Background: an optimization exercise with open tools, aiming at small area. Do not read the settings as production practice.
Function was checked by simulation only, so behaviour that the tests miss may differ from the original.

==> design/flow/design.v <==
`timescale 1ns / 1ps
module draw_line(clk, rst_n, wea, x, y, m, b, dir, range, index_rd, line_x, line_y, finish);
input             clk, rst_n;
input             wea;
input      [31:0] x, y, m, b, dir, range;
input      [31:0] index_rd;
output     [31:0] line_x, line_y;
output     reg finish;
reg        [31:0] cnt, cnt_upd;
reg        [31:0] x_reg, m_reg, acc;
reg               mv, dec;
reg        [4:0]  idx;
reg        [1:0]  ph;
genvar gi;
wire [32:0] ltc;
assign ltc[0] = 1'b0;
generate for (gi = 0; gi < 32; gi = gi + 1) begin : g_lt
    assign ltc[gi+1] = (range[gi] & ~cnt[gi]) | (range[gi] & ltc[gi]) | (~cnt[gi] & ltc[gi]);
end endgenerate
wire        lt = ltc[32];
wire [32:0] cch;
assign cch[0] = lt;
generate for (gi = 0; gi < 32; gi = gi + 1) begin : g_cnt
    assign cch[gi+1] = cch[gi] & cnt_upd[gi];
end endgenerate
always @(posedge clk or negedge rst_n) begin
    if (!rst_n) begin
        cnt     <= 32'd0;
        cnt_upd <= 32'd0;
        finish  <= 1'b0;
    end else begin
        cnt     <= cnt_upd ^ cch[31:0];
        cnt_upd <= cnt;
        finish  <= !lt;
    end
end
wire        start  = wea && !rst_n;
always @(posedge clk) begin
    if (start)
        ph <= 2'd0;
    else if (ph != 2'd3)
        ph <= ph + 2'd1;
end
wire        rd   = !start && ph == 2'd3;
wire        dneg = rd && dec;
wire [4:0]  kz   = mv ? idx : 5'd0;
reg  [31:0] mop;
reg  [7:0]  wop;
reg         wm1;
wire [31:0] aop = start ? b : acc;
always @(*) begin
    if (start) begin
        mop = m;                    wop = x[7:0];  wm1 = 1'b0;
    end else case (ph)
        2'd0: begin mop = {m_reg[23:0], 8'd0};  wop = x_reg[15:8];  wm1 = x_reg[7];  end
        2'd1: begin mop = {m_reg[15:0], 16'd0}; wop = x_reg[23:16]; wm1 = x_reg[15]; end
        2'd2: begin mop = {m_reg[7:0], 24'd0};  wop = x_reg[31:24]; wm1 = x_reg[23]; end
        default: begin mop = m_reg;             wop = {3'd0, kz};   wm1 = 1'b0; end
    endcase
end
wire [31:0] mac;
wire [3:0] one, two, neg;
wire [8:0] wx = {wop, wm1};
assign one[0] = wx[1] ^ wx[0];
assign two[0] = (wx[2] & ~wx[1] & ~wx[0]) | (~wx[2] & wx[1] & wx[0]);
assign neg[0] = wx[2] ^ dneg;
wire [31:0] bp0;
dl_bpp b0_0 (.m1(mop[0]), .m0(1'b0), .one(one[0]), .two(two[0]), .neg(neg[0]), .p(bp0[0]));
dl_bpp b0_1 (.m1(mop[1]), .m0(mop[0]), .one(one[0]), .two(two[0]), .neg(neg[0]), .p(bp0[1]));
dl_bpp b0_2 (.m1(mop[2]), .m0(mop[1]), .one(one[0]), .two(two[0]), .neg(neg[0]), .p(bp0[2]));
dl_bpp b0_3 (.m1(mop[3]), .m0(mop[2]), .one(one[0]), .two(two[0]), .neg(neg[0]), .p(bp0[3]));
dl_bpp b0_4 (.m1(mop[4]), .m0(mop[3]), .one(one[0]), .two(two[0]), .neg(neg[0]), .p(bp0[4]));
dl_bpp b0_5 (.m1(mop[5]), .m0(mop[4]), .one(one[0]), .two(two[0]), .neg(neg[0]), .p(bp0[5]));
dl_bpp b0_6 (.m1(mop[6]), .m0(mop[5]), .one(one[0]), .two(two[0]), .neg(neg[0]), .p(bp0[6]));
dl_bpp b0_7 (.m1(mop[7]), .m0(mop[6]), .one(one[0]), .two(two[0]), .neg(neg[0]), .p(bp0[7]));
dl_bpp b0_8 (.m1(mop[8]), .m0(mop[7]), .one(one[0]), .two(two[0]), .neg(neg[0]), .p(bp0[8]));
dl_bpp b0_9 (.m1(mop[9]), .m0(mop[8]), .one(one[0]), .two(two[0]), .neg(neg[0]), .p(bp0[9]));
dl_bpp b0_10 (.m1(mop[10]), .m0(mop[9]), .one(one[0]), .two(two[0]), .neg(neg[0]), .p(bp0[10]));
dl_bpp b0_11 (.m1(mop[11]), .m0(mop[10]), .one(one[0]), .two(two[0]), .neg(neg[0]), .p(bp0[11]));
dl_bpp b0_12 (.m1(mop[12]), .m0(mop[11]), .one(one[0]), .two(two[0]), .neg(neg[0]), .p(bp0[12]));
dl_bpp b0_13 (.m1(mop[13]), .m0(mop[12]), .one(one[0]), .two(two[0]), .neg(neg[0]), .p(bp0[13]));
dl_bpp b0_14 (.m1(mop[14]), .m0(mop[13]), .one(one[0]), .two(two[0]), .neg(neg[0]), .p(bp0[14]));
dl_bpp b0_15 (.m1(mop[15]), .m0(mop[14]), .one(one[0]), .two(two[0]), .neg(neg[0]), .p(bp0[15]));
dl_bpp b0_16 (.m1(mop[16]), .m0(mop[15]), .one(one[0]), .two(two[0]), .neg(neg[0]), .p(bp0[16]));
dl_bpp b0_17 (.m1(mop[17]), .m0(mop[16]), .one(one[0]), .two(two[0]), .neg(neg[0]), .p(bp0[17]));
dl_bpp b0_18 (.m1(mop[18]), .m0(mop[17]), .one(one[0]), .two(two[0]), .neg(neg[0]), .p(bp0[18]));
dl_bpp b0_19 (.m1(mop[19]), .m0(mop[18]), .one(one[0]), .two(two[0]), .neg(neg[0]), .p(bp0[19]));
dl_bpp b0_20 (.m1(mop[20]), .m0(mop[19]), .one(one[0]), .two(two[0]), .neg(neg[0]), .p(bp0[20]));
dl_bpp b0_21 (.m1(mop[21]), .m0(mop[20]), .one(one[0]), .two(two[0]), .neg(neg[0]), .p(bp0[21]));
dl_bpp b0_22 (.m1(mop[22]), .m0(mop[21]), .one(one[0]), .two(two[0]), .neg(neg[0]), .p(bp0[22]));
dl_bpp b0_23 (.m1(mop[23]), .m0(mop[22]), .one(one[0]), .two(two[0]), .neg(neg[0]), .p(bp0[23]));
dl_bpp b0_24 (.m1(mop[24]), .m0(mop[23]), .one(one[0]), .two(two[0]), .neg(neg[0]), .p(bp0[24]));
dl_bpp b0_25 (.m1(mop[25]), .m0(mop[24]), .one(one[0]), .two(two[0]), .neg(neg[0]), .p(bp0[25]));
dl_bpp b0_26 (.m1(mop[26]), .m0(mop[25]), .one(one[0]), .two(two[0]), .neg(neg[0]), .p(bp0[26]));
dl_bpp b0_27 (.m1(mop[27]), .m0(mop[26]), .one(one[0]), .two(two[0]), .neg(neg[0]), .p(bp0[27]));
dl_bpp b0_28 (.m1(mop[28]), .m0(mop[27]), .one(one[0]), .two(two[0]), .neg(neg[0]), .p(bp0[28]));
dl_bpp b0_29 (.m1(mop[29]), .m0(mop[28]), .one(one[0]), .two(two[0]), .neg(neg[0]), .p(bp0[29]));
dl_bpp b0_30 (.m1(mop[30]), .m0(mop[29]), .one(one[0]), .two(two[0]), .neg(neg[0]), .p(bp0[30]));
dl_bpp b0_31 (.m1(mop[31]), .m0(mop[30]), .one(one[0]), .two(two[0]), .neg(neg[0]), .p(bp0[31]));
assign one[1] = wx[3] ^ wx[2];
assign two[1] = (wx[4] & ~wx[3] & ~wx[2]) | (~wx[4] & wx[3] & wx[2]);
assign neg[1] = wx[4] ^ dneg;
wire [29:0] bp1;
dl_bpp b1_0 (.m1(mop[0]), .m0(1'b0), .one(one[1]), .two(two[1]), .neg(neg[1]), .p(bp1[0]));
dl_bpp b1_1 (.m1(mop[1]), .m0(mop[0]), .one(one[1]), .two(two[1]), .neg(neg[1]), .p(bp1[1]));
dl_bpp b1_2 (.m1(mop[2]), .m0(mop[1]), .one(one[1]), .two(two[1]), .neg(neg[1]), .p(bp1[2]));
dl_bpp b1_3 (.m1(mop[3]), .m0(mop[2]), .one(one[1]), .two(two[1]), .neg(neg[1]), .p(bp1[3]));
dl_bpp b1_4 (.m1(mop[4]), .m0(mop[3]), .one(one[1]), .two(two[1]), .neg(neg[1]), .p(bp1[4]));
dl_bpp b1_5 (.m1(mop[5]), .m0(mop[4]), .one(one[1]), .two(two[1]), .neg(neg[1]), .p(bp1[5]));
dl_bpp b1_6 (.m1(mop[6]), .m0(mop[5]), .one(one[1]), .two(two[1]), .neg(neg[1]), .p(bp1[6]));
dl_bpp b1_7 (.m1(mop[7]), .m0(mop[6]), .one(one[1]), .two(two[1]), .neg(neg[1]), .p(bp1[7]));
dl_bpp b1_8 (.m1(mop[8]), .m0(mop[7]), .one(one[1]), .two(two[1]), .neg(neg[1]), .p(bp1[8]));
dl_bpp b1_9 (.m1(mop[9]), .m0(mop[8]), .one(one[1]), .two(two[1]), .neg(neg[1]), .p(bp1[9]));
dl_bpp b1_10 (.m1(mop[10]), .m0(mop[9]), .one(one[1]), .two(two[1]), .neg(neg[1]), .p(bp1[10]));
dl_bpp b1_11 (.m1(mop[11]), .m0(mop[10]), .one(one[1]), .two(two[1]), .neg(neg[1]), .p(bp1[11]));
dl_bpp b1_12 (.m1(mop[12]), .m0(mop[11]), .one(one[1]), .two(two[1]), .neg(neg[1]), .p(bp1[12]));
dl_bpp b1_13 (.m1(mop[13]), .m0(mop[12]), .one(one[1]), .two(two[1]), .neg(neg[1]), .p(bp1[13]));
dl_bpp b1_14 (.m1(mop[14]), .m0(mop[13]), .one(one[1]), .two(two[1]), .neg(neg[1]), .p(bp1[14]));
dl_bpp b1_15 (.m1(mop[15]), .m0(mop[14]), .one(one[1]), .two(two[1]), .neg(neg[1]), .p(bp1[15]));
dl_bpp b1_16 (.m1(mop[16]), .m0(mop[15]), .one(one[1]), .two(two[1]), .neg(neg[1]), .p(bp1[16]));
dl_bpp b1_17 (.m1(mop[17]), .m0(mop[16]), .one(one[1]), .two(two[1]), .neg(neg[1]), .p(bp1[17]));
dl_bpp b1_18 (.m1(mop[18]), .m0(mop[17]), .one(one[1]), .two(two[1]), .neg(neg[1]), .p(bp1[18]));
dl_bpp b1_19 (.m1(mop[19]), .m0(mop[18]), .one(one[1]), .two(two[1]), .neg(neg[1]), .p(bp1[19]));
dl_bpp b1_20 (.m1(mop[20]), .m0(mop[19]), .one(one[1]), .two(two[1]), .neg(neg[1]), .p(bp1[20]));
dl_bpp b1_21 (.m1(mop[21]), .m0(mop[20]), .one(one[1]), .two(two[1]), .neg(neg[1]), .p(bp1[21]));
dl_bpp b1_22 (.m1(mop[22]), .m0(mop[21]), .one(one[1]), .two(two[1]), .neg(neg[1]), .p(bp1[22]));
dl_bpp b1_23 (.m1(mop[23]), .m0(mop[22]), .one(one[1]), .two(two[1]), .neg(neg[1]), .p(bp1[23]));
dl_bpp b1_24 (.m1(mop[24]), .m0(mop[23]), .one(one[1]), .two(two[1]), .neg(neg[1]), .p(bp1[24]));
dl_bpp b1_25 (.m1(mop[25]), .m0(mop[24]), .one(one[1]), .two(two[1]), .neg(neg[1]), .p(bp1[25]));
dl_bpp b1_26 (.m1(mop[26]), .m0(mop[25]), .one(one[1]), .two(two[1]), .neg(neg[1]), .p(bp1[26]));
dl_bpp b1_27 (.m1(mop[27]), .m0(mop[26]), .one(one[1]), .two(two[1]), .neg(neg[1]), .p(bp1[27]));
dl_bpp b1_28 (.m1(mop[28]), .m0(mop[27]), .one(one[1]), .two(two[1]), .neg(neg[1]), .p(bp1[28]));
dl_bpp b1_29 (.m1(mop[29]), .m0(mop[28]), .one(one[1]), .two(two[1]), .neg(neg[1]), .p(bp1[29]));
assign one[2] = wx[5] ^ wx[4];
assign two[2] = (wx[6] & ~wx[5] & ~wx[4]) | (~wx[6] & wx[5] & wx[4]);
assign neg[2] = wx[6] ^ dneg;
wire [27:0] bp2;
dl_bpp b2_0 (.m1(mop[0]), .m0(1'b0), .one(one[2]), .two(two[2]), .neg(neg[2]), .p(bp2[0]));
dl_bpp b2_1 (.m1(mop[1]), .m0(mop[0]), .one(one[2]), .two(two[2]), .neg(neg[2]), .p(bp2[1]));
dl_bpp b2_2 (.m1(mop[2]), .m0(mop[1]), .one(one[2]), .two(two[2]), .neg(neg[2]), .p(bp2[2]));
dl_bpp b2_3 (.m1(mop[3]), .m0(mop[2]), .one(one[2]), .two(two[2]), .neg(neg[2]), .p(bp2[3]));
dl_bpp b2_4 (.m1(mop[4]), .m0(mop[3]), .one(one[2]), .two(two[2]), .neg(neg[2]), .p(bp2[4]));
dl_bpp b2_5 (.m1(mop[5]), .m0(mop[4]), .one(one[2]), .two(two[2]), .neg(neg[2]), .p(bp2[5]));
dl_bpp b2_6 (.m1(mop[6]), .m0(mop[5]), .one(one[2]), .two(two[2]), .neg(neg[2]), .p(bp2[6]));
dl_bpp b2_7 (.m1(mop[7]), .m0(mop[6]), .one(one[2]), .two(two[2]), .neg(neg[2]), .p(bp2[7]));
dl_bpp b2_8 (.m1(mop[8]), .m0(mop[7]), .one(one[2]), .two(two[2]), .neg(neg[2]), .p(bp2[8]));
dl_bpp b2_9 (.m1(mop[9]), .m0(mop[8]), .one(one[2]), .two(two[2]), .neg(neg[2]), .p(bp2[9]));
dl_bpp b2_10 (.m1(mop[10]), .m0(mop[9]), .one(one[2]), .two(two[2]), .neg(neg[2]), .p(bp2[10]));
dl_bpp b2_11 (.m1(mop[11]), .m0(mop[10]), .one(one[2]), .two(two[2]), .neg(neg[2]), .p(bp2[11]));
dl_bpp b2_12 (.m1(mop[12]), .m0(mop[11]), .one(one[2]), .two(two[2]), .neg(neg[2]), .p(bp2[12]));
dl_bpp b2_13 (.m1(mop[13]), .m0(mop[12]), .one(one[2]), .two(two[2]), .neg(neg[2]), .p(bp2[13]));
dl_bpp b2_14 (.m1(mop[14]), .m0(mop[13]), .one(one[2]), .two(two[2]), .neg(neg[2]), .p(bp2[14]));
dl_bpp b2_15 (.m1(mop[15]), .m0(mop[14]), .one(one[2]), .two(two[2]), .neg(neg[2]), .p(bp2[15]));
dl_bpp b2_16 (.m1(mop[16]), .m0(mop[15]), .one(one[2]), .two(two[2]), .neg(neg[2]), .p(bp2[16]));
dl_bpp b2_17 (.m1(mop[17]), .m0(mop[16]), .one(one[2]), .two(two[2]), .neg(neg[2]), .p(bp2[17]));
dl_bpp b2_18 (.m1(mop[18]), .m0(mop[17]), .one(one[2]), .two(two[2]), .neg(neg[2]), .p(bp2[18]));
dl_bpp b2_19 (.m1(mop[19]), .m0(mop[18]), .one(one[2]), .two(two[2]), .neg(neg[2]), .p(bp2[19]));
dl_bpp b2_20 (.m1(mop[20]), .m0(mop[19]), .one(one[2]), .two(two[2]), .neg(neg[2]), .p(bp2[20]));
dl_bpp b2_21 (.m1(mop[21]), .m0(mop[20]), .one(one[2]), .two(two[2]), .neg(neg[2]), .p(bp2[21]));
dl_bpp b2_22 (.m1(mop[22]), .m0(mop[21]), .one(one[2]), .two(two[2]), .neg(neg[2]), .p(bp2[22]));
dl_bpp b2_23 (.m1(mop[23]), .m0(mop[22]), .one(one[2]), .two(two[2]), .neg(neg[2]), .p(bp2[23]));
dl_bpp b2_24 (.m1(mop[24]), .m0(mop[23]), .one(one[2]), .two(two[2]), .neg(neg[2]), .p(bp2[24]));
dl_bpp b2_25 (.m1(mop[25]), .m0(mop[24]), .one(one[2]), .two(two[2]), .neg(neg[2]), .p(bp2[25]));
dl_bpp b2_26 (.m1(mop[26]), .m0(mop[25]), .one(one[2]), .two(two[2]), .neg(neg[2]), .p(bp2[26]));
dl_bpp b2_27 (.m1(mop[27]), .m0(mop[26]), .one(one[2]), .two(two[2]), .neg(neg[2]), .p(bp2[27]));
assign one[3] = wx[7] ^ wx[6];
assign two[3] = (wx[8] & ~wx[7] & ~wx[6]) | (~wx[8] & wx[7] & wx[6]);
assign neg[3] = wx[8] ^ dneg;
wire [25:0] bp3;
dl_bpp b3_0 (.m1(mop[0]), .m0(1'b0), .one(one[3]), .two(two[3]), .neg(neg[3]), .p(bp3[0]));
dl_bpp b3_1 (.m1(mop[1]), .m0(mop[0]), .one(one[3]), .two(two[3]), .neg(neg[3]), .p(bp3[1]));
dl_bpp b3_2 (.m1(mop[2]), .m0(mop[1]), .one(one[3]), .two(two[3]), .neg(neg[3]), .p(bp3[2]));
dl_bpp b3_3 (.m1(mop[3]), .m0(mop[2]), .one(one[3]), .two(two[3]), .neg(neg[3]), .p(bp3[3]));
dl_bpp b3_4 (.m1(mop[4]), .m0(mop[3]), .one(one[3]), .two(two[3]), .neg(neg[3]), .p(bp3[4]));
dl_bpp b3_5 (.m1(mop[5]), .m0(mop[4]), .one(one[3]), .two(two[3]), .neg(neg[3]), .p(bp3[5]));
dl_bpp b3_6 (.m1(mop[6]), .m0(mop[5]), .one(one[3]), .two(two[3]), .neg(neg[3]), .p(bp3[6]));
dl_bpp b3_7 (.m1(mop[7]), .m0(mop[6]), .one(one[3]), .two(two[3]), .neg(neg[3]), .p(bp3[7]));
dl_bpp b3_8 (.m1(mop[8]), .m0(mop[7]), .one(one[3]), .two(two[3]), .neg(neg[3]), .p(bp3[8]));
dl_bpp b3_9 (.m1(mop[9]), .m0(mop[8]), .one(one[3]), .two(two[3]), .neg(neg[3]), .p(bp3[9]));
dl_bpp b3_10 (.m1(mop[10]), .m0(mop[9]), .one(one[3]), .two(two[3]), .neg(neg[3]), .p(bp3[10]));
dl_bpp b3_11 (.m1(mop[11]), .m0(mop[10]), .one(one[3]), .two(two[3]), .neg(neg[3]), .p(bp3[11]));
dl_bpp b3_12 (.m1(mop[12]), .m0(mop[11]), .one(one[3]), .two(two[3]), .neg(neg[3]), .p(bp3[12]));
dl_bpp b3_13 (.m1(mop[13]), .m0(mop[12]), .one(one[3]), .two(two[3]), .neg(neg[3]), .p(bp3[13]));
dl_bpp b3_14 (.m1(mop[14]), .m0(mop[13]), .one(one[3]), .two(two[3]), .neg(neg[3]), .p(bp3[14]));
dl_bpp b3_15 (.m1(mop[15]), .m0(mop[14]), .one(one[3]), .two(two[3]), .neg(neg[3]), .p(bp3[15]));
dl_bpp b3_16 (.m1(mop[16]), .m0(mop[15]), .one(one[3]), .two(two[3]), .neg(neg[3]), .p(bp3[16]));
dl_bpp b3_17 (.m1(mop[17]), .m0(mop[16]), .one(one[3]), .two(two[3]), .neg(neg[3]), .p(bp3[17]));
dl_bpp b3_18 (.m1(mop[18]), .m0(mop[17]), .one(one[3]), .two(two[3]), .neg(neg[3]), .p(bp3[18]));
dl_bpp b3_19 (.m1(mop[19]), .m0(mop[18]), .one(one[3]), .two(two[3]), .neg(neg[3]), .p(bp3[19]));
dl_bpp b3_20 (.m1(mop[20]), .m0(mop[19]), .one(one[3]), .two(two[3]), .neg(neg[3]), .p(bp3[20]));
dl_bpp b3_21 (.m1(mop[21]), .m0(mop[20]), .one(one[3]), .two(two[3]), .neg(neg[3]), .p(bp3[21]));
dl_bpp b3_22 (.m1(mop[22]), .m0(mop[21]), .one(one[3]), .two(two[3]), .neg(neg[3]), .p(bp3[22]));
dl_bpp b3_23 (.m1(mop[23]), .m0(mop[22]), .one(one[3]), .two(two[3]), .neg(neg[3]), .p(bp3[23]));
dl_bpp b3_24 (.m1(mop[24]), .m0(mop[23]), .one(one[3]), .two(two[3]), .neg(neg[3]), .p(bp3[24]));
dl_bpp b3_25 (.m1(mop[25]), .m0(mop[24]), .one(one[3]), .two(two[3]), .neg(neg[3]), .p(bp3[25]));
wire t1;
wire t2;
dl_ha u2 (.a(aop[4]), .b(bp0[4]), .s(t1), .co(t2));
wire t3;
wire t4;
dl_ha u4 (.a(aop[5]), .b(bp0[5]), .s(t3), .co(t4));
wire t5;
wire t6;
dl_fa u6 (.a(aop[6]), .b(bp0[6]), .c(bp1[4]), .s(t5), .co(t6));
wire t7;
wire t8;
dl_ha u8 (.a(bp2[2]), .b(neg[3]), .s(t7), .co(t8));
wire t9;
wire t10;
dl_fa u10 (.a(aop[7]), .b(bp0[7]), .c(bp1[5]), .s(t9), .co(t10));
wire t11;
wire t12;
dl_ha u12 (.a(bp2[3]), .b(bp3[1]), .s(t11), .co(t12));
wire t13;
wire t14;
dl_fa u14 (.a(aop[8]), .b(bp0[8]), .c(bp1[6]), .s(t13), .co(t14));
wire t15;
wire t16;
dl_ha u16 (.a(bp2[4]), .b(bp3[2]), .s(t15), .co(t16));
wire t17;
wire t18;
dl_fa u18 (.a(aop[9]), .b(bp0[9]), .c(bp1[7]), .s(t17), .co(t18));
wire t19;
wire t20;
dl_ha u20 (.a(bp2[5]), .b(bp3[3]), .s(t19), .co(t20));
wire t21;
wire t22;
dl_fa u22 (.a(aop[10]), .b(bp0[10]), .c(bp1[8]), .s(t21), .co(t22));
wire t23;
wire t24;
dl_ha u24 (.a(bp2[6]), .b(bp3[4]), .s(t23), .co(t24));
wire t25;
wire t26;
dl_fa u26 (.a(aop[11]), .b(bp0[11]), .c(bp1[9]), .s(t25), .co(t26));
wire t27;
wire t28;
dl_ha u28 (.a(bp2[7]), .b(bp3[5]), .s(t27), .co(t28));
wire t29;
wire t30;
dl_fa u30 (.a(aop[12]), .b(bp0[12]), .c(bp1[10]), .s(t29), .co(t30));
wire t31;
wire t32;
dl_ha u32 (.a(bp2[8]), .b(bp3[6]), .s(t31), .co(t32));
wire t33;
wire t34;
dl_fa u34 (.a(aop[13]), .b(bp0[13]), .c(bp1[11]), .s(t33), .co(t34));
wire t35;
wire t36;
dl_ha u36 (.a(bp2[9]), .b(bp3[7]), .s(t35), .co(t36));
wire t37;
wire t38;
dl_fa u38 (.a(aop[14]), .b(bp0[14]), .c(bp1[12]), .s(t37), .co(t38));
wire t39;
wire t40;
dl_ha u40 (.a(bp2[10]), .b(bp3[8]), .s(t39), .co(t40));
wire t41;
wire t42;
dl_fa u42 (.a(aop[15]), .b(bp0[15]), .c(bp1[13]), .s(t41), .co(t42));
wire t43;
wire t44;
dl_ha u44 (.a(bp2[11]), .b(bp3[9]), .s(t43), .co(t44));
wire t45;
wire t46;
dl_fa u46 (.a(aop[16]), .b(bp0[16]), .c(bp1[14]), .s(t45), .co(t46));
wire t47;
wire t48;
dl_ha u48 (.a(bp2[12]), .b(bp3[10]), .s(t47), .co(t48));
wire t49;
wire t50;
dl_fa u50 (.a(aop[17]), .b(bp0[17]), .c(bp1[15]), .s(t49), .co(t50));
wire t51;
wire t52;
dl_ha u52 (.a(bp2[13]), .b(bp3[11]), .s(t51), .co(t52));
wire t53;
wire t54;
dl_fa u54 (.a(aop[18]), .b(bp0[18]), .c(bp1[16]), .s(t53), .co(t54));
wire t55;
wire t56;
dl_ha u56 (.a(bp2[14]), .b(bp3[12]), .s(t55), .co(t56));
wire t57;
wire t58;
dl_fa u58 (.a(aop[19]), .b(bp0[19]), .c(bp1[17]), .s(t57), .co(t58));
wire t59;
wire t60;
dl_ha u60 (.a(bp2[15]), .b(bp3[13]), .s(t59), .co(t60));
wire t61;
wire t62;
dl_fa u62 (.a(aop[20]), .b(bp0[20]), .c(bp1[18]), .s(t61), .co(t62));
wire t63;
wire t64;
dl_ha u64 (.a(bp2[16]), .b(bp3[14]), .s(t63), .co(t64));
wire t65;
wire t66;
dl_fa u66 (.a(aop[21]), .b(bp0[21]), .c(bp1[19]), .s(t65), .co(t66));
wire t67;
wire t68;
dl_ha u68 (.a(bp2[17]), .b(bp3[15]), .s(t67), .co(t68));
wire t69;
wire t70;
dl_fa u70 (.a(aop[22]), .b(bp0[22]), .c(bp1[20]), .s(t69), .co(t70));
wire t71;
wire t72;
dl_ha u72 (.a(bp2[18]), .b(bp3[16]), .s(t71), .co(t72));
wire t73;
wire t74;
dl_fa u74 (.a(aop[23]), .b(bp0[23]), .c(bp1[21]), .s(t73), .co(t74));
wire t75;
wire t76;
dl_ha u76 (.a(bp2[19]), .b(bp3[17]), .s(t75), .co(t76));
wire t77;
wire t78;
dl_fa u78 (.a(aop[24]), .b(bp0[24]), .c(bp1[22]), .s(t77), .co(t78));
wire t79;
wire t80;
dl_ha u80 (.a(bp2[20]), .b(bp3[18]), .s(t79), .co(t80));
wire t81;
wire t82;
dl_fa u82 (.a(aop[25]), .b(bp0[25]), .c(bp1[23]), .s(t81), .co(t82));
wire t83;
wire t84;
dl_ha u84 (.a(bp2[21]), .b(bp3[19]), .s(t83), .co(t84));
wire t85;
wire t86;
dl_fa u86 (.a(aop[26]), .b(bp0[26]), .c(bp1[24]), .s(t85), .co(t86));
wire t87;
wire t88;
dl_ha u88 (.a(bp2[22]), .b(bp3[20]), .s(t87), .co(t88));
wire t89;
wire t90;
dl_fa u90 (.a(aop[27]), .b(bp0[27]), .c(bp1[25]), .s(t89), .co(t90));
wire t91;
wire t92;
dl_ha u92 (.a(bp2[23]), .b(bp3[21]), .s(t91), .co(t92));
wire t93;
wire t94;
dl_fa u94 (.a(aop[28]), .b(bp0[28]), .c(bp1[26]), .s(t93), .co(t94));
wire t95;
wire t96;
dl_ha u96 (.a(bp2[24]), .b(bp3[22]), .s(t95), .co(t96));
wire t97;
wire t98;
dl_fa u98 (.a(aop[29]), .b(bp0[29]), .c(bp1[27]), .s(t97), .co(t98));
wire t99;
wire t100;
dl_ha u100 (.a(bp2[25]), .b(bp3[23]), .s(t99), .co(t100));
wire t101;
wire t102;
dl_fa u102 (.a(aop[30]), .b(bp0[30]), .c(bp1[28]), .s(t101), .co(t102));
wire t103;
wire t104;
dl_ha u104 (.a(bp2[26]), .b(bp3[24]), .s(t103), .co(t104));
wire t105;
dl_fa u105 (.a(aop[31]), .b(bp0[31]), .c(bp1[29]), .s(t105), .co());
wire t106;
assign t106 = bp2[27] ^ bp3[25];
wire t107;
wire t108;
dl_ha u108 (.a(aop[2]), .b(bp0[2]), .s(t107), .co(t108));
wire t109;
wire t110;
dl_ha u110 (.a(aop[3]), .b(bp0[3]), .s(t109), .co(t110));
wire t111;
wire t112;
dl_fa u112 (.a(bp1[2]), .b(neg[2]), .c(bp2[0]), .s(t111), .co(t112));
wire t113;
wire t114;
dl_fa u114 (.a(bp1[3]), .b(bp2[1]), .c(t2), .s(t113), .co(t114));
wire t115;
wire t116;
dl_fa u116 (.a(bp3[0]), .b(t4), .c(t5), .s(t115), .co(t116));
wire t117;
wire t118;
dl_fa u118 (.a(t6), .b(t8), .c(t9), .s(t117), .co(t118));
wire t119;
wire t120;
dl_fa u120 (.a(t10), .b(t12), .c(t13), .s(t119), .co(t120));
wire t121;
wire t122;
dl_fa u122 (.a(t14), .b(t16), .c(t17), .s(t121), .co(t122));
wire t123;
wire t124;
dl_fa u124 (.a(t18), .b(t20), .c(t21), .s(t123), .co(t124));
wire t125;
wire t126;
dl_fa u126 (.a(t22), .b(t24), .c(t25), .s(t125), .co(t126));
wire t127;
wire t128;
dl_fa u128 (.a(t26), .b(t28), .c(t29), .s(t127), .co(t128));
wire t129;
wire t130;
dl_fa u130 (.a(t30), .b(t32), .c(t33), .s(t129), .co(t130));
wire t131;
wire t132;
dl_fa u132 (.a(t34), .b(t36), .c(t37), .s(t131), .co(t132));
wire t133;
wire t134;
dl_fa u134 (.a(t38), .b(t40), .c(t41), .s(t133), .co(t134));
wire t135;
wire t136;
dl_fa u136 (.a(t42), .b(t44), .c(t45), .s(t135), .co(t136));
wire t137;
wire t138;
dl_fa u138 (.a(t46), .b(t48), .c(t49), .s(t137), .co(t138));
wire t139;
wire t140;
dl_fa u140 (.a(t50), .b(t52), .c(t53), .s(t139), .co(t140));
wire t141;
wire t142;
dl_fa u142 (.a(t54), .b(t56), .c(t57), .s(t141), .co(t142));
wire t143;
wire t144;
dl_fa u144 (.a(t58), .b(t60), .c(t61), .s(t143), .co(t144));
wire t145;
wire t146;
dl_fa u146 (.a(t62), .b(t64), .c(t65), .s(t145), .co(t146));
wire t147;
wire t148;
dl_fa u148 (.a(t66), .b(t68), .c(t69), .s(t147), .co(t148));
wire t149;
wire t150;
dl_fa u150 (.a(t70), .b(t72), .c(t73), .s(t149), .co(t150));
wire t151;
wire t152;
dl_fa u152 (.a(t74), .b(t76), .c(t77), .s(t151), .co(t152));
wire t153;
wire t154;
dl_fa u154 (.a(t78), .b(t80), .c(t81), .s(t153), .co(t154));
wire t155;
wire t156;
dl_fa u156 (.a(t82), .b(t84), .c(t85), .s(t155), .co(t156));
wire t157;
wire t158;
dl_fa u158 (.a(t86), .b(t88), .c(t89), .s(t157), .co(t158));
wire t159;
wire t160;
dl_fa u160 (.a(t90), .b(t92), .c(t93), .s(t159), .co(t160));
wire t161;
wire t162;
dl_fa u162 (.a(t94), .b(t96), .c(t97), .s(t161), .co(t162));
wire t163;
wire t164;
dl_fa u164 (.a(t98), .b(t100), .c(t101), .s(t163), .co(t164));
wire t165;
dl_fa u165 (.a(t102), .b(t104), .c(t105), .s(t165), .co());
wire t166;
wire t167;
dl_ha u167 (.a(aop[0]), .b(neg[0]), .s(t166), .co(t167));
wire t168;
wire t169;
dl_ha u169 (.a(aop[1]), .b(bp0[1]), .s(t168), .co(t169));
wire t170;
wire t171;
dl_fa u171 (.a(neg[1]), .b(bp1[0]), .c(t107), .s(t170), .co(t171));
wire t172;
wire t173;
dl_fa u173 (.a(bp1[1]), .b(t108), .c(t109), .s(t172), .co(t173));
wire t174;
wire t175;
dl_fa u175 (.a(t1), .b(t110), .c(t111), .s(t174), .co(t175));
wire t176;
wire t177;
dl_fa u177 (.a(t3), .b(t112), .c(t113), .s(t176), .co(t177));
wire t178;
wire t179;
dl_fa u179 (.a(t7), .b(t114), .c(t115), .s(t178), .co(t179));
wire t180;
wire t181;
dl_fa u181 (.a(t11), .b(t116), .c(t117), .s(t180), .co(t181));
wire t182;
wire t183;
dl_fa u183 (.a(t15), .b(t118), .c(t119), .s(t182), .co(t183));
wire t184;
wire t185;
dl_fa u185 (.a(t19), .b(t120), .c(t121), .s(t184), .co(t185));
wire t186;
wire t187;
dl_fa u187 (.a(t23), .b(t122), .c(t123), .s(t186), .co(t187));
wire t188;
wire t189;
dl_fa u189 (.a(t27), .b(t124), .c(t125), .s(t188), .co(t189));
wire t190;
wire t191;
dl_fa u191 (.a(t31), .b(t126), .c(t127), .s(t190), .co(t191));
wire t192;
wire t193;
dl_fa u193 (.a(t35), .b(t128), .c(t129), .s(t192), .co(t193));
wire t194;
wire t195;
dl_fa u195 (.a(t39), .b(t130), .c(t131), .s(t194), .co(t195));
wire t196;
wire t197;
dl_fa u197 (.a(t43), .b(t132), .c(t133), .s(t196), .co(t197));
wire t198;
wire t199;
dl_fa u199 (.a(t47), .b(t134), .c(t135), .s(t198), .co(t199));
wire t200;
wire t201;
dl_fa u201 (.a(t51), .b(t136), .c(t137), .s(t200), .co(t201));
wire t202;
wire t203;
dl_fa u203 (.a(t55), .b(t138), .c(t139), .s(t202), .co(t203));
wire t204;
wire t205;
dl_fa u205 (.a(t59), .b(t140), .c(t141), .s(t204), .co(t205));
wire t206;
wire t207;
dl_fa u207 (.a(t63), .b(t142), .c(t143), .s(t206), .co(t207));
wire t208;
wire t209;
dl_fa u209 (.a(t67), .b(t144), .c(t145), .s(t208), .co(t209));
wire t210;
wire t211;
dl_fa u211 (.a(t71), .b(t146), .c(t147), .s(t210), .co(t211));
wire t212;
wire t213;
dl_fa u213 (.a(t75), .b(t148), .c(t149), .s(t212), .co(t213));
wire t214;
wire t215;
dl_fa u215 (.a(t79), .b(t150), .c(t151), .s(t214), .co(t215));
wire t216;
wire t217;
dl_fa u217 (.a(t83), .b(t152), .c(t153), .s(t216), .co(t217));
wire t218;
wire t219;
dl_fa u219 (.a(t87), .b(t154), .c(t155), .s(t218), .co(t219));
wire t220;
wire t221;
dl_fa u221 (.a(t91), .b(t156), .c(t157), .s(t220), .co(t221));
wire t222;
wire t223;
dl_fa u223 (.a(t95), .b(t158), .c(t159), .s(t222), .co(t223));
wire t224;
wire t225;
dl_fa u225 (.a(t99), .b(t160), .c(t161), .s(t224), .co(t225));
wire t226;
wire t227;
dl_fa u227 (.a(t103), .b(t162), .c(t163), .s(t226), .co(t227));
wire t228;
dl_fa u228 (.a(t106), .b(t164), .c(t165), .s(t228), .co());
wire t229;
wire t230;
dl_ha u230 (.a(bp0[0]), .b(t166), .s(t229), .co(t230));
wire t231;
wire t232;
dl_fa u232 (.a(t167), .b(t168), .c(t230), .s(t231), .co(t232));
wire t233;
wire t234;
dl_fa u234 (.a(t169), .b(t170), .c(t232), .s(t233), .co(t234));
wire t235;
wire t236;
dl_fa u236 (.a(t171), .b(t172), .c(t234), .s(t235), .co(t236));
wire t237;
wire t238;
dl_fa u238 (.a(t173), .b(t174), .c(t236), .s(t237), .co(t238));
wire t239;
wire t240;
dl_fa u240 (.a(t175), .b(t176), .c(t238), .s(t239), .co(t240));
wire t241;
wire t242;
dl_fa u242 (.a(t177), .b(t178), .c(t240), .s(t241), .co(t242));
wire t243;
wire t244;
dl_fa u244 (.a(t179), .b(t180), .c(t242), .s(t243), .co(t244));
wire t245;
wire t246;
dl_ha u246 (.a(t181), .b(t182), .s(t245), .co(t246));
wire t247;
wire t248;
dl_fa u248 (.a(t183), .b(t184), .c(t246), .s(t247), .co(t248));
wire t249;
wire t250;
dl_fa u250 (.a(t185), .b(t186), .c(t248), .s(t249), .co(t250));
wire t251;
wire t252;
dl_fa u252 (.a(t187), .b(t188), .c(t250), .s(t251), .co(t252));
wire t253;
wire t254;
dl_fa u254 (.a(t189), .b(t190), .c(t252), .s(t253), .co(t254));
wire t255;
wire t256;
dl_fa u256 (.a(t191), .b(t192), .c(t254), .s(t255), .co(t256));
wire t257;
wire t258;
dl_fa u258 (.a(t193), .b(t194), .c(t256), .s(t257), .co(t258));
wire t259;
wire t260;
dl_fa u260 (.a(t195), .b(t196), .c(t258), .s(t259), .co(t260));
wire t261;
assign t261 = t245 ^ t244;
wire t262;
assign t262 = t247 ^ (t244 & t245);
wire t263;
assign t263 = t245 & t247;
wire t264;
assign t264 = t249 ^ (t244 & t263);
wire t265;
assign t265 = t263 & t249;
wire t266;
assign t266 = t251 ^ (t244 & t265);
wire t267;
assign t267 = t265 & t251;
wire t268;
assign t268 = t253 ^ (t244 & t267);
wire t269;
assign t269 = t267 & t253;
wire t270;
assign t270 = t255 ^ (t244 & t269);
wire t271;
assign t271 = t269 & t255;
wire t272;
assign t272 = t257 ^ (t244 & t271);
wire t273;
assign t273 = t271 & t257;
wire t274;
assign t274 = t259 ^ (t244 & t273);
wire t275;
assign t275 = t273 & t259;
wire t276;
assign t276 = t260 | (t244 & t275);
wire t277;
wire t278;
dl_ha u278 (.a(t197), .b(t198), .s(t277), .co(t278));
wire t279;
wire t280;
dl_fa u280 (.a(t199), .b(t200), .c(t278), .s(t279), .co(t280));
wire t281;
wire t282;
dl_fa u282 (.a(t201), .b(t202), .c(t280), .s(t281), .co(t282));
wire t283;
wire t284;
dl_fa u284 (.a(t203), .b(t204), .c(t282), .s(t283), .co(t284));
wire t285;
wire t286;
dl_fa u286 (.a(t205), .b(t206), .c(t284), .s(t285), .co(t286));
wire t287;
wire t288;
dl_fa u288 (.a(t207), .b(t208), .c(t286), .s(t287), .co(t288));
wire t289;
wire t290;
dl_fa u290 (.a(t209), .b(t210), .c(t288), .s(t289), .co(t290));
wire t291;
wire t292;
dl_fa u292 (.a(t211), .b(t212), .c(t290), .s(t291), .co(t292));
wire t293;
assign t293 = t277 ^ t276;
wire t294;
assign t294 = t279 ^ (t276 & t277);
wire t295;
assign t295 = t277 & t279;
wire t296;
assign t296 = t281 ^ (t276 & t295);
wire t297;
assign t297 = t295 & t281;
wire t298;
assign t298 = t283 ^ (t276 & t297);
wire t299;
assign t299 = t297 & t283;
wire t300;
assign t300 = t285 ^ (t276 & t299);
wire t301;
assign t301 = t299 & t285;
wire t302;
assign t302 = t287 ^ (t276 & t301);
wire t303;
assign t303 = t301 & t287;
wire t304;
assign t304 = t289 ^ (t276 & t303);
wire t305;
assign t305 = t303 & t289;
wire t306;
assign t306 = t291 ^ (t276 & t305);
wire t307;
assign t307 = t305 & t291;
wire t308;
assign t308 = t292 | (t276 & t307);
wire t309;
wire t310;
dl_ha u310 (.a(t213), .b(t214), .s(t309), .co(t310));
wire t311;
wire t312;
dl_fa u312 (.a(t215), .b(t216), .c(t310), .s(t311), .co(t312));
wire t313;
wire t314;
dl_fa u314 (.a(t217), .b(t218), .c(t312), .s(t313), .co(t314));
wire t315;
wire t316;
dl_fa u316 (.a(t219), .b(t220), .c(t314), .s(t315), .co(t316));
wire t317;
wire t318;
dl_fa u318 (.a(t221), .b(t222), .c(t316), .s(t317), .co(t318));
wire t319;
wire t320;
dl_fa u320 (.a(t223), .b(t224), .c(t318), .s(t319), .co(t320));
wire t321;
wire t322;
dl_fa u322 (.a(t225), .b(t226), .c(t320), .s(t321), .co(t322));
wire t323;
dl_fa u323 (.a(t227), .b(t228), .c(t322), .s(t323), .co());
wire t324;
assign t324 = t309 ^ t308;
wire t325;
assign t325 = t311 ^ (t308 & t309);
wire t326;
assign t326 = t309 & t311;
wire t327;
assign t327 = t313 ^ (t308 & t326);
wire t328;
assign t328 = t326 & t313;
wire t329;
assign t329 = t315 ^ (t308 & t328);
wire t330;
assign t330 = t328 & t315;
wire t331;
assign t331 = t317 ^ (t308 & t330);
wire t332;
assign t332 = t330 & t317;
wire t333;
assign t333 = t319 ^ (t308 & t332);
wire t334;
assign t334 = t332 & t319;
wire t335;
assign t335 = t321 ^ (t308 & t334);
wire t336;
assign t336 = t334 & t321;
wire t337;
assign t337 = t323 ^ (t308 & t336);
assign mac = {t337, t335, t333, t331, t329, t327, t325, t324, t306, t304, t302, t300, t298, t296, t294, t293, t274, t272, t270, t268, t266, t264, t262, t261, t243, t241, t239, t237, t235, t233, t231, t229};
always @(posedge clk) begin
    if (start) begin
        x_reg <= x;
        m_reg <= m;
        dec   <= (dir == 32'd0);
        mv    <= (dir == 32'd0) || (dir == 32'd1);
    end
    if (start || ph != 2'd3)
        acc <= mac;
    idx <= index_rd[4:0];
end
wire [5:0]  lx_lo = {1'b0, x_reg[4:0]} + {1'b0, kz ^ {5{dec}}} + {5'd0, dec};
wire [27:0] lxc;
assign lxc[0] = lx_lo[5] ^ dec;
assign line_x[4:0] = lx_lo[4:0];
generate for (gi = 0; gi < 27; gi = gi + 1) begin : g_lx
    assign line_x[5+gi] = x_reg[5+gi] ^ lxc[gi];
    assign lxc[gi+1]    = lxc[gi] & (x_reg[5+gi] ^ dec);
end endgenerate
assign line_y = mac;
endmodule
module dl_fa(a, b, c, s, co);
input  a, b, c;
output s, co;
assign s  = a ^ b ^ c;
assign co = (a & b) | (a & c) | (b & c);
endmodule
module dl_ha(a, b, s, co);
input  a, b;
output s, co;
assign s  = a ^ b;
assign co = a & b;
endmodule
module dl_bpp(m1, m0, one, two, neg, p);
input  m1, m0, one, two, neg;
output p;
assign p = ((m1 & one) | (m0 & two)) ^ neg;
endmodule
==> design/flow/flow/run.sh <==
#!/bin/bash
# The standard layout (the standard.sh: the standard synthesis and ORFS
# from floorplan to finish), with these changes to how the layout is made:
#  - at the start of the floorplan step, flow/downsize.tcl swaps every
#    combinational cell for the smallest cell of the same function; the
#    timing repair of the floorplan and later steps sizes up what is needed;
#  - the port buffers that global placement adds to every input and output
#    are sky130_fd_sc_hd__buf_1 cells instead of the default buffer;
#  - clock tree synthesis adds no dummy loads and uses clkbuf_8 buffers.
# make's full output goes to flow_make.log in this folder.
set -euo pipefail
here=$(pwd)
bash standard.sh \
  "PRE_FLOORPLAN_TCL=$here/flow/downsize.tcl" \
  "BUFFER_PORTS_ARGS=-buffer_cell sky130_fd_sc_hd__buf_1" \
  "CTS_ARGS=-sink_clustering_enable -repair_clock_nets -dont_use_dummy_load -buf_list sky130_fd_sc_hd__clkbuf_8" \
  finish > flow_make.log 2>&1
==> design/flow/flow/downsize.tcl <==
# Sized-down start for the resizer: every combinational cell of the
# synthesized netlist is swapped for the smallest cell of the same function
# (same name but for the drive-strength suffix). Registers, tie cells and
# buffers are left as they are. The floorplan's and later stages' timing
# repair then size up what the timing needs.
set db [ord::get_db]
set n 0
set saved 0.0
foreach inst [[ord::get_db_block] getInsts] {
  set mname [[$inst getMaster] getName]
  if {![regexp {^(sky130_fd_sc_hd__([a-z0-9]+))_([0-9]+)$} $mname -> base func drive]} { continue }
  if {[regexp {^(df|edf|sdf|sed|dl|conb|buf|clkbuf|clkdly|dlygate|tap|fill|decap|diode)} $func]} { continue }
  set cur [$inst getMaster]
  set best $cur
  set best_area [expr {[$cur getWidth] * [$cur getHeight]}]
  foreach d {0 1 2 4 6 8 12 16} {
    set cand [$db findMaster "${base}_$d"]
    if {$cand == "NULL" || $cand == ""} { continue }
    set a [expr {[$cand getWidth] * [$cand getHeight]}]
    if {$a < $best_area} { set best $cand; set best_area $a }
  }
  if {$best != $cur} {
    set saved [expr {$saved + [$cur getWidth] * [$cur getHeight] - $best_area}]
    $inst swapMaster $best
    incr n
  }
}
puts "downsize.tcl: swapped $n cells to their smallest size, [expr {$saved / 1e6}] um2 less"
==> design/flow/standard.sh <==
#!/bin/bash
# synth_recipe.tcl (not shown) runs the flow's synth.tcl, then flattens the netlist and writes it again
# the make line also repeats each setting of config.mk as NAME=value (left out here)
make -C /OpenROAD-flow-scripts/flow DESIGN_CONFIG=/design/flow/config.mk WORK_HOME=/design/flow/orfs CLKGATE_MAP_FILE= SYNTH_SCRIPT=/design/flow/synth_recipe.tcl "${@:-finish}"
==> design/flow/config.mk <==
export PLATFORM = sky130hd
export DESIGN_NAME = draw_line
export DESIGN_NICKNAME = draw_line
export VERILOG_FILES = /design/flow/design.v
export SDC_FILE = /design/flow/constraint.sdc
export NUM_CORES = 4
export LEC_CHECK = 0
export CAP_MARGIN = 20
export CORE_MARGIN = 2
export CORE_UTILIZATION = 40
export GPL_TIMING_DRIVEN = 0
export SLEW_MARGIN = 20
export SYNTH_HIERARCHICAL = 1
export SYNTH_MINIMUM_KEEP_SIZE = 0
==> design/flow/constraint.sdc <==
create_clock -name core_clock -period 14.0 [get_ports {clk}]
set_input_delay 2.8000 -clock core_clock [delete_from_list [all_inputs] [get_ports {clk}]]
set_output_delay 2.8000 -clock core_clock [all_outputs]
set_load 0.01 [all_outputs]
==> results of run 1 <==
## layout make-up
type | instances | area (µm²) | area share [%]
inverters | 33 | 124 | 0.751
flip-flops and latches | 170 | 4710 | 28.6
multi-input cells | 982 | 8930 | 54.2
plain buffers | 72 | 468 | 2.84
well taps | 448 | 561 | 3.40
repair buffers | 278 | 1460 | 8.83
clock buffers | 17 | 234 | 1.42
diodes | 3 | 7.51 | 0.0455
## per-layer routing
metal,routed length (µm),track usage [%],up-vias
li1,-,-,5058
met1,17100,30.7,5365
met2,18200,36.1,374
met3,2730,4.62,62
met4,873,6.94,8
met5,48,0,-
## worst paths after layout
| kind | start | to | slack [ps] | cells after the start |
|---|---|---|---|---|
| min in group asynchronous | rst_n | cnt_upd[23] | 2080 | 1 |
| setup / recovery | rst_n | line_y[30] | 410 | 31 |
| max in group asynchronous | rst_n | cnt[8] | 11360 | 3 |
| setup reg to reg | ph[0] | acc[30] | 4660 | 25 |
| hold reg to reg | cnt[8] | cnt_upd[8] | 370 | 0 |
| hold / removal | cnt[8] | cnt_upd[8] | 370 | 0 |
## metrics by stage
stage	area, µm²	hold slack, ps
5_1_grt	16500	382
3_5_place_dp	15600	370
4_1_cts	16300	369
2_1_floorplan	13800	354
6_report	16500	368
3_3_place_gp	15200	360
## timing repair
action | 4_1_cts | 5_1_grt
cloned | 5 | 1
hold buffers | 0 | 0
gates resized for setup | 58 | 17
setup endpoints to repair | 17 | 10
setup buffers | 19 | 10
pin swaps | 13 | 8
## layout by cell type (no fill, tap or decap), types with 11 or more instances in the layout
cell	count
buf_4	62
fa_1	112
ha_1	78
a222oi_1	17
clkbuf_8	20
a22oi_1	118
nor2b_1	12
inv_1	31
a21oi_1	20
clkbuf_1	19
xor2_1	27
nor2_1	29
nand2_1	169
buf_1	234
nand3_1	24
dfrtp_1	65
edfxtp_1	98
o21ai_0	26
xnor2_1	152
nand2b_1	11
==> results.toml, run 1 <==
[timing]
tns_ps = 0
max_freq_ghz = 0.0736
relSlewSlack_pct = 29.9
tightest_slew_ps = 1040
finalSetupViolations = 0
timing.final.crit_period_ps = 13590
skew_ps = 29.8
fin_crit_sh_pct = 97.1
slew_violations = 0
fin_ws_ps = 406
hold_viol = 0

[clocking]
clkTransAtPathRegs_ps = 100
clk_latency_ps = 510
clock-sinks = 170
clk_path_buf_depth = 2
htreeDepth = 4
cts_tree = "yes"
cts_buffers = 17
clockRootBuffer = "clkbuf_8"

[worst_setup_path]
cp_common_cell = "fa_1"
path_buf_inv = 9
start_kind = "primary input"
worstPathRequired_ps = 11200
cp_slowest_cell = "fa_2"
cp_top_family = "adder cells"
end_kind = "output port"
arrival_ps = 10790
crit_fanout = 15
cpPeakStageDelay_ps = 580
worstSetupPathType = "primary input to output port"

[grt]
grt_max_degree = 38
grt_antenna_before_repair = 7
grt_pass1_wl_um = 61700
track_usage_pct = 22.5
gr-total-overflow = 0
grt_pass1_vias = 11142

[finish]
fin_nets = 1972
drive_gt1_share_pct = 10.7
fin_cells = 2003
utilization_pct = 49.0
nFillCells = 3183

[synth]
synthCells = 1251
yosysWarnings = 7

[route]
via_per_inst = 5.43
wire_per_inst_um = 19.5
first_pass_iters = 8
drt_iter0_drc = 878
vias = 10867
wl_um = 39000
antenna_left = 0
route.detailed.drc = 0

[placement]
place_congestion = 0.863
dpl.hpwl_um = 29300
dp_cells = 1948
dpl_worst_slack_ps = -2160
buffer_ports.inserted = 232

[die]
io_pins = 292
die_y_um = 189
start_util_pct = 40.7
fp-row-count = 67
coreArea_um2 = 33600
die_w_um = 189
die-area_um2 = 35700

[min_path]
hold_path.class = "register to register"

[run]
cap_violations = 0

[outcome]
outcome = "no timing/DRC/antenna violations"
==> run 2: changes to the inputs <==
--- a/design/flow/config.mk
+++ b/design/flow/config.mk
@@ -5,10 +5,10 @@
 export SDC_FILE = /design/flow/constraint.sdc
 export NUM_CORES = 4
 export LEC_CHECK = 0
-export CAP_MARGIN = 20
+export CAP_MARGIN = 5
 export CORE_MARGIN = 2
 export CORE_UTILIZATION = 40
 export GPL_TIMING_DRIVEN = 0
-export SLEW_MARGIN = 20
+export SLEW_MARGIN = 5
 export SYNTH_HIERARCHICAL = 1
 export SYNTH_MINIMUM_KEEP_SIZE = 0
==> run 2 against run 1 <==
  * Clock-buffer cell count stayed put
  * Worst hold slack better by 14 ps
  * Routed wire length is 0.42% lower
  * Global-route usage is 0.29 points lower
  * Setup slack better by 1.2 ps
  * Critical path type unchanged
  * Critical endpoint is now line_y[29]
==> results.toml, run 2 <==
[outcome]
outcome = "no timing/DRC/antenna violations"

[route]
antenna_left = 0
route.detailed.drc = 0
vias = 10802
wire_per_inst_um = 19.3
wl_um = 38800
first_pass_iters = 8
drt_iter0_drc = 962
via_per_inst = 5.37

[die]
io_pins = 292
coreArea_um2 = 33600
die_y_um = 189
die-area_um2 = 35700
die_w_um = 189
fp-row-count = 67
start_util_pct = 40.7

[clocking]
clock-sinks = 170
clk_latency_ps = 500
clk_path_buf_depth = 2
cts_tree = "yes"
htreeDepth = 4
clockRootBuffer = "clkbuf_8"
cts_buffers = 17
clkTransAtPathRegs_ps = 90

[finish]
final_cell_mix = "buf_1 (235), nand2_1 (171), xnor2_1 (151)"
fin_cells = 2013
multi_input_area_um2 = 8930
fin_nets = 1982
regArea_um2 = 4710
drive_gt1_share_pct = 11.2
nFillCells = 3168
final_common_cell = "buf_1"

[worst_setup_path]
worstPathRequired_ps = 11200
cp_top_family = "adder cells"
cp_common_cell = "fa_1"
worstSetupPathType = "primary input to output port"
worstSetupStartpoint = "rst_n"
cp_slowest_cell = "fa_2"
reg2reg_from = "ph[0]"
end_kind = "output port"
crit_fanout = 15
arrival_ps = 10790
start_kind = "primary input"
cpPeakStageDelay_ps = 590
path_buf_inv = 8

[min_path]
hold_path.class = "register to register"
min_from = "cnt[8]"

[synth]
synthCells = 1251
yosysWarnings = 7

[timing]
slew_violations = 0
fin_crit_sh_pct = 97.1
max_freq_ghz = 0.0736
fin_ws_ps = 407
relSlewSlack_pct = 17.1
finalSetupViolations = 0
skew_ps = 30.3
hold_viol = 0
timing.final.crit_period_ps = 13590
timing.hold.ws_ps = 382
tightest_slew_ps = 1230
tns_ps = 0

[grt]
grt_max_degree = 38
gr-total-overflow = 0
grt_antenna_before_repair = 7
grt_pass1_wl_um = 60800
track_usage_pct = 22.2
grt_pass1_vias = 11120

[placement]
buffer_ports.inserted = 232
dpl.hpwl_um = 29300
place_congestion = 0.863
dpl_worst_slack_ps = -2170
dp_cells = 1947

[run]
cap_violations = 0
-- run 2: timing repair --
item                                    in CTS  in global routing
resized for setup                           55                 26
endpoints found under the setup margin      16                 10
pin swaps                                   12                 15
endpoints found under the hold margin        0                  0
hold buffers                                 0                  0
gates cloned                                 4                  1
buffers inserted                            22                 19
-- run 2: worst register-to-register path, stage by stage (launching register included) --
cell	delay, ps
dfxtp_1	430
ha_1	340
clkbuf_1	650
clkbuf_1	420
clkbuf_1	420
a21oi_1	110
o21ai_0	850
a22oi_1	250
xnor2_1	190
fa_1	400
fa_1	560
fa_1	410
ha_1	210
fa_1	380
fa_1	400
fa_1	390
fa_1	390
fa_1	390
fa_1	390
fa_1	580
a31oi_4	120
nor3b_2	180
buf_4	150
buf_4	110
nand3_1	110
xnor2_2	180
buf_4	130
-- run 2: metrics by stage --
stage	utilization (%)	instance area, µm²
3_5_place_dp	46.3	15500
3_3_place_gp	45.2	15200
6_report	49.3	16600
2_1_floorplan	-	13800
5_1_grt	49.3	16600
4_1_cts	48.3	16200
-- run 2: per-layer routing --
metal | routed length, µm | global-route usage (%) | up-vias | share of wire [%]
li1 | - | - | 5086 | -
met1 | 17200 | 30.3 | 5288 | 44
met2 | 18000 | 35.0 | 353 | 46
met3 | 2520 | 4.89 | 65 | 6.5
met4 | 1020 | 7.75 | 10 | 2.6
met5 | 64 | 0 | - | 0.16
-- run 2: final timing paths --
check / end / slack (ps) / cells after the start
min in group asynchronous: cnt[4] / 2100 / 1
worst min-delay path: cnt_upd[8] / 380 / 0
worst max-delay path: line_y[29] / 410 / 31
worst max register to register: acc[29] / 4650 / 26
max in group asynchronous: cnt[8] / 11310 / 4
worst min register to register: cnt_upd[8] / 380 / 0
-- run 2: area by class of cell --
type | instances | area share [%]
inverters | 33 | 0.748
well taps | 448 | 3.38
flip-flops and latches | 170 | 28.4
repair buffers | 289 | 9.20
multi-input cells | 981 | 53.9
diodes | 3 | 0.0453
plain buffers | 72 | 2.84
clock buffers | 17 | 1.41
==> run 3: changes to the inputs <==
--- a/design/flow/config.mk
+++ b/design/flow/config.mk
@@ -8,7 +8,6 @@
 export CAP_MARGIN = 5
 export CORE_MARGIN = 2
 export CORE_UTILIZATION = 40
-export GPL_TIMING_DRIVEN = 0
 export SLEW_MARGIN = 5
 export SYNTH_HIERARCHICAL = 1
 export SYNTH_MINIMUM_KEEP_SIZE = 0
==> run 3 against run 2 <==
  * Still clean
  * Cell count fell by 4.2%
  * Final area down 6.3%
  * Die area did not move
  * Routed wire length down 8.2%
  * Via count fell by 3.8%
  * Critical path depth fell by 4
  * First-iteration DRC count fell by 9.4%
  * Sequential share of layout area increased by 1.9 points
  * Highest routed layer unchanged
  * Clock skew is 5.5 ps higher
  * Maximum frequency is essentially flat
==> results.toml, run 3 <==
[route]
vias = 10390
antenna_left = 0
first_pass_iters = 7
route.detailed.drc = 0
via_per_inst = 5.39
wire_per_inst_um = 18.5
wl_um = 35700
m1WireLength_um = 16200
wl_met2_um = 16700
top_layer = "met5"
wl_met3_um = 2070
drt_iter0_drc = 872

[worst_setup_path]
cp_slowest_cell = "fa_1"
cpPeakStageDelay_ps = 570
cp_top_family = "adder cells"
crit_fanout = 27
cp_common_cell = "fa_1"
worstSetupPathType = "primary input to output port"
path_buf_inv = 7
arrival_ps = 10790
end_kind = "output port"
start_kind = "primary input"
worstPathRequired_ps = 11200

[die]
fp-row-count = 67
die_y_um = 189
start_util_pct = 40.7
die-area_um2 = 35700
die_w_um = 189
io_pins = 292
coreArea_um2 = 33600

[clocking]
clock-sinks = 170
cts_buffers = 17
htreeDepth = 4
clockRootBuffer = "clkbuf_8"
clk_path_buf_depth = 2
cts_tree = "yes"
clk_latency_ps = 490
clkTransAtPathRegs_ps = 80
ctsHoldBuffers = 0

[timing]
finalSetupViolations = 0
slew_violations = 0
rsz0062_at_grt = "no"
hold_viol = 0
relSlewSlack_pct = 29.9
timing.final.crit_period_ps = 13590
tightest_slew_ps = 1040
max_freq_ghz = 0.0736
fin_crit_sh_pct = 97.1
skew_ps = 35.8

[placement]
dpl.hpwl_um = 27200
buffer_ports.inserted = 232
dpl_cell_area_um2 = 15200
dp_cells = 1902
place_congestion = 0.841

[synth]
yosysWarnings = 7
synthCells = 1251

[run]
cap_violations = 0

[grt]
grt_max_degree = 105
gr-total-overflow = 0
grt_pass1_wl_um = 55400
track_usage_pct = 20.0
grt_antenna_before_repair = 4
grt_pass1_vias = 10188

[finish]
fin_nets = 1897
final_common_cell = "buf_1"
final_cell_mix = "buf_1 (231), nand2_1 (176), xnor2_1 (155)"
final_area_um2 = 15500
nFillCells = 3230
fin_cells = 1928
drive_gt1_share_pct = 5.96

[min_path]
hold_path.class = "register to register"

[outcome]
outcome = "no timing/DRC/antenna violations"
[run 3: cell count changes in the layout (fill, tap and decap cells not counted), moves of 4 or more]
| cell | previous run | this run |
|---|---|---|
| xnor2_1 | 151 | 155 |
| buf_16 | 5 | 1 |
| buf_2 | 6 | 0 |
| o31ai_4 | 5 | 1 |
| buf_8 | 6 | 0 |
| clkbuf_1 | 19 | 0 |
| o21ai_4 | 6 | 1 |
| buf_4 | 74 | 41 |
| buf_12 | 5 | 0 |
| nand2_1 | 171 | 176 |
| buf_1 | 235 | 231 |
[run 3: worst paths after layout]
check	startpoint	endpoint	slack (ps)	depth (start not counted)
setup / recovery	rst_n	line_y[31]	410	27
hold / removal	cnt[0]	cnt_upd[0]	390	0
setup reg to reg	ph[0]	acc[31]	4840	29
hold reg to reg	cnt[0]	cnt_upd[0]	390	0
max in group asynchronous	rst_n	cnt[10]	10930	2
min in group asynchronous	rst_n	cnt_upd[20]	2530	2
[run 3: final cells by class]
type | instances | area (µm²) | area share, %
inverter | 33 | 131 | 0.846
antenna | 3 | 7.51 | 0.0484
sequential | 170 | 4710 | 30.3
clock buffer | 17 | 234 | 1.51
tap | 448 | 561 | 3.61
timing repair buffer | 278 | 1270 | 8.16
multi-input combinational | 979 | 8610 | 55.5
[run 3: through the flow]
stage          setup slack (ps)  util, %  hold slack [ps]  setup TNS, ps
2_1_floorplan              1.88        -              354              0
3_3_place_gp              -35.3     45.1              361          -35.3
3_5_place_dp              -41.5     45.1              368          -41.5
4_1_cts                    3.84     45.8              390              0
5_1_grt                    7.77     46.2              402              0
6_report                    411     46.2              387              0
[run 3: per-layer routing]
metal  vias up  track usage, %
li1       4908               -
met1      5083            28.0
met2       362            31.9
met3        35            3.48
met4         2            6.19
met5         -               0
[run 3: repair_timing]
action                                  4_1_cts  5_1_grt
cloned                                        0        1
gates resized for setup                       1       14
pin swaps                                     0        2
endpoints found under the setup margin        1        5
buffers inserted                              0        5
==> run 4: changes to the inputs <==
==> design/flow/config.mk (replaced) <==
export PLATFORM = sky130hd
export DESIGN_NAME = draw_line
export DESIGN_NICKNAME = draw_line
export VERILOG_FILES = /design/flow/design.v
export SDC_FILE = /design/flow/constraint.sdc
export NUM_CORES = 4
export LEC_CHECK = 0
export CAP_MARGIN = 20
export CORE_MARGIN = 2
export CORE_UTILIZATION = 65
export SLEW_MARGIN = 20
export SYNTH_HIERARCHICAL = 1
export SYNTH_MINIMUM_KEEP_SIZE = 0
==> run 4 against run 3 <==
  * Still clean on timing, DRC and antenna
  * Maximum frequency decreased by 0.18%
  * Clock skew grew 9.6 ps
  * Setup slack worse by 25 ps
  * Cell count is 8.1% lower
  * Sequential share of layout area up 0.22 points
  * Largest cell class unchanged
==> results.toml, run 4 <==
[synth]
yosysWarnings = 7
synthCells = 1251

[timing]
slew_violations = 0
timing.final.crit_period_ps = 13610
max_freq_ghz = 0.0735
hold_viol = 0
timing.hold.ws_ps = 373
tightest_slew_ps = 1090
fin_crit_sh_pct = 97.2
finalSetupViolations = 0
skew_ps = 45.4
fin_ws_ps = 386
relSlewSlack_pct = 26.6

[clocking]
clock-sinks = 170
ctsHoldBuffers = 0
cts_buffers = 17
clkTransAtPathRegs_ps = 90
clk_latency_ps = 480
clk_path_buf_depth = 2
cts_tree = "yes"
clockRootBuffer = "clkbuf_8"
htreeDepth = 4

[die]
fp-row-count = 53
io_pins = 292
coreArea_um2 = 20800
die_w_um = 149
start_util_pct = 65.7
die-area_um2 = 22200
die_y_um = 149

[route]
drt_iter0_drc = 849
via_per_inst = 5.98
first_pass_iters = 6
wl_um = 33100
antenna_left = 0
route.detailed.drc = 0
wire_per_inst_um = 18.7
vias = 10582

[run]
cap_violations = 0

[placement]
dpl_worst_slack_ps = 40.5
buffer_ports.inserted = 232
dpl_cell_area_um2 = 14900
place_congestion = 0.856
dpl.hpwl_um = 24900

[worst_setup_path]
cp_common_cell = "fa_1"
cp_num_cells = 29
start_kind = "primary input"
end_kind = "output port"
cp_slowest_cell = "fa_1"
worstPathRequired_ps = 11200
endpoint = "line_y[31]"
crit_fanout = 22
cpPeakStageDelay_ps = 570
path_buf_inv = 6
cp_top_family = "adder cells"
worstSetupStartpoint = "rst_n"
ff2ff_path_depth = 28
worstSetupPathType = "primary input to output port"
r2r_slack_ps = 4850
reg2reg_to = "acc[30]"
reg2reg_from = "ph[0]"
arrival_ps = 10810

[min_path]
hold_path.class = "register to register"

[grt]
grt_max_degree = 66
gr-total-overflow = 0
grt_pass1_vias = 10345
grt_antenna_before_repair = 1
grt_pass1_wl_um = 52200
track_usage_pct = 30.5

[finish]
final_common_cell = "buf_1"
final_cell_mix = "buf_1 (230), nand2_1 (176), xnor2_1 (154)"
fin_nets = 1915
final_area_um2 = 15400
drive_gt1_share_pct = 7.22

[outcome]
outcome = "no timing/DRC/antenna violations"
[run 4: how the worst min path moves through the flow]
| stage | depth (start not counted) | slack, ps | start | endpoint |
|---|---|---|---|---|
| after CTS | 0 | 380 | cnt[0] | cnt_upd[0] |
| after global placement | 0 | 360 | cnt[21] | cnt_upd[21] |
| after detailed placement | 0 | 370 | cnt[1] | cnt_upd[1] |
| after global routing | 0 | 390 | cnt[21] | cnt_upd[21] |
| after floorplan | 0 | 350 | cnt[19] | cnt_upd[19] |
| final | 0 | 370 | cnt[21] | cnt_upd[21] |
[run 4: worst register-to-register path: cells and delay by family (launching register included)]
kind	cells	cell delay, ps
adder cells (fa/ha/maj)	11	5130
AO/OA/AOI/OAI	6	1330
buffers and inverters	4	750
AND/OR/NAND/NOR	4	740
XOR/XNOR	3	530
flip-flops	1	430
[run 4: final cells by class]
class | count | area, µm²
repair buffers | 296 | 1370
clock buffers | 17 | 234
multi-input cells | 979 | 8620
well taps | 275 | 344
diodes | 1 | 2.50
inverters | 33 | 129
flip-flops and latches | 170 | 4710
fillers | 1621 | 5410
[run 4: repair_timing]
item,in CTS,in global routing
resized for setup,0,15
setup buffers,0,23
setup endpoints to repair,0,6
[run 4: routing by layer]
layer  global-route usage [%]  vias up  wire length, µm
met5                        0        -                0
met4                     8.95        0              729
met3                     4.95       51             2360
met2                     48.9      430            15900
met1                     43.4     5165            14100
li1                         -     4936                -
[run 4: stage by stage]
step	utilization [%]	instances	setup TNS (ps)
after floorplan	-	1254	0
after global placement	71.7	1730	0
after detailed placement	71.7	1730	0
after CTS	72.8	1747	0
after global routing	74.0	1771	-106
final	74.0	1771	0

## port drivers added, routing unchanged
Ports are ideal in the flow. The routed layouts listed here were re-timed in OpenROAD.
Step 1 assumes that a clkbuf_16 drives the clock port and a buf_2 every other input.
Step 2 also shifts input and output timing later by t, the mid clock arrival at the registers, as if the neighbouring blocks saw the same clock.
Slacks: ideal ports / drivers / drivers and shift; pairs: ideal ports / drivers.
run | t (ns) | setup WS [ns] | worst register clock-pin slew, ns
run 1 | 0.539 | 0.406 / 0.353 / 0.353 | 0.11 / 0.11
run 2 | 0.538 | 0.407 / 0.366 / 0.366 | 0.11 / 0.11
run 3 | 0.520 | 0.411 / 0.386 / 0.386 | 0.11 / 0.11
run 4 | 0.502 | 0.386 / 0.362 / 0.362 | 0.12 / 0.12
After both steps setup and hold are still met in every run listed. The setup slack of run 1, which loses most, moves by -0.053 ns with the drivers and by -0.053 ns with both steps.
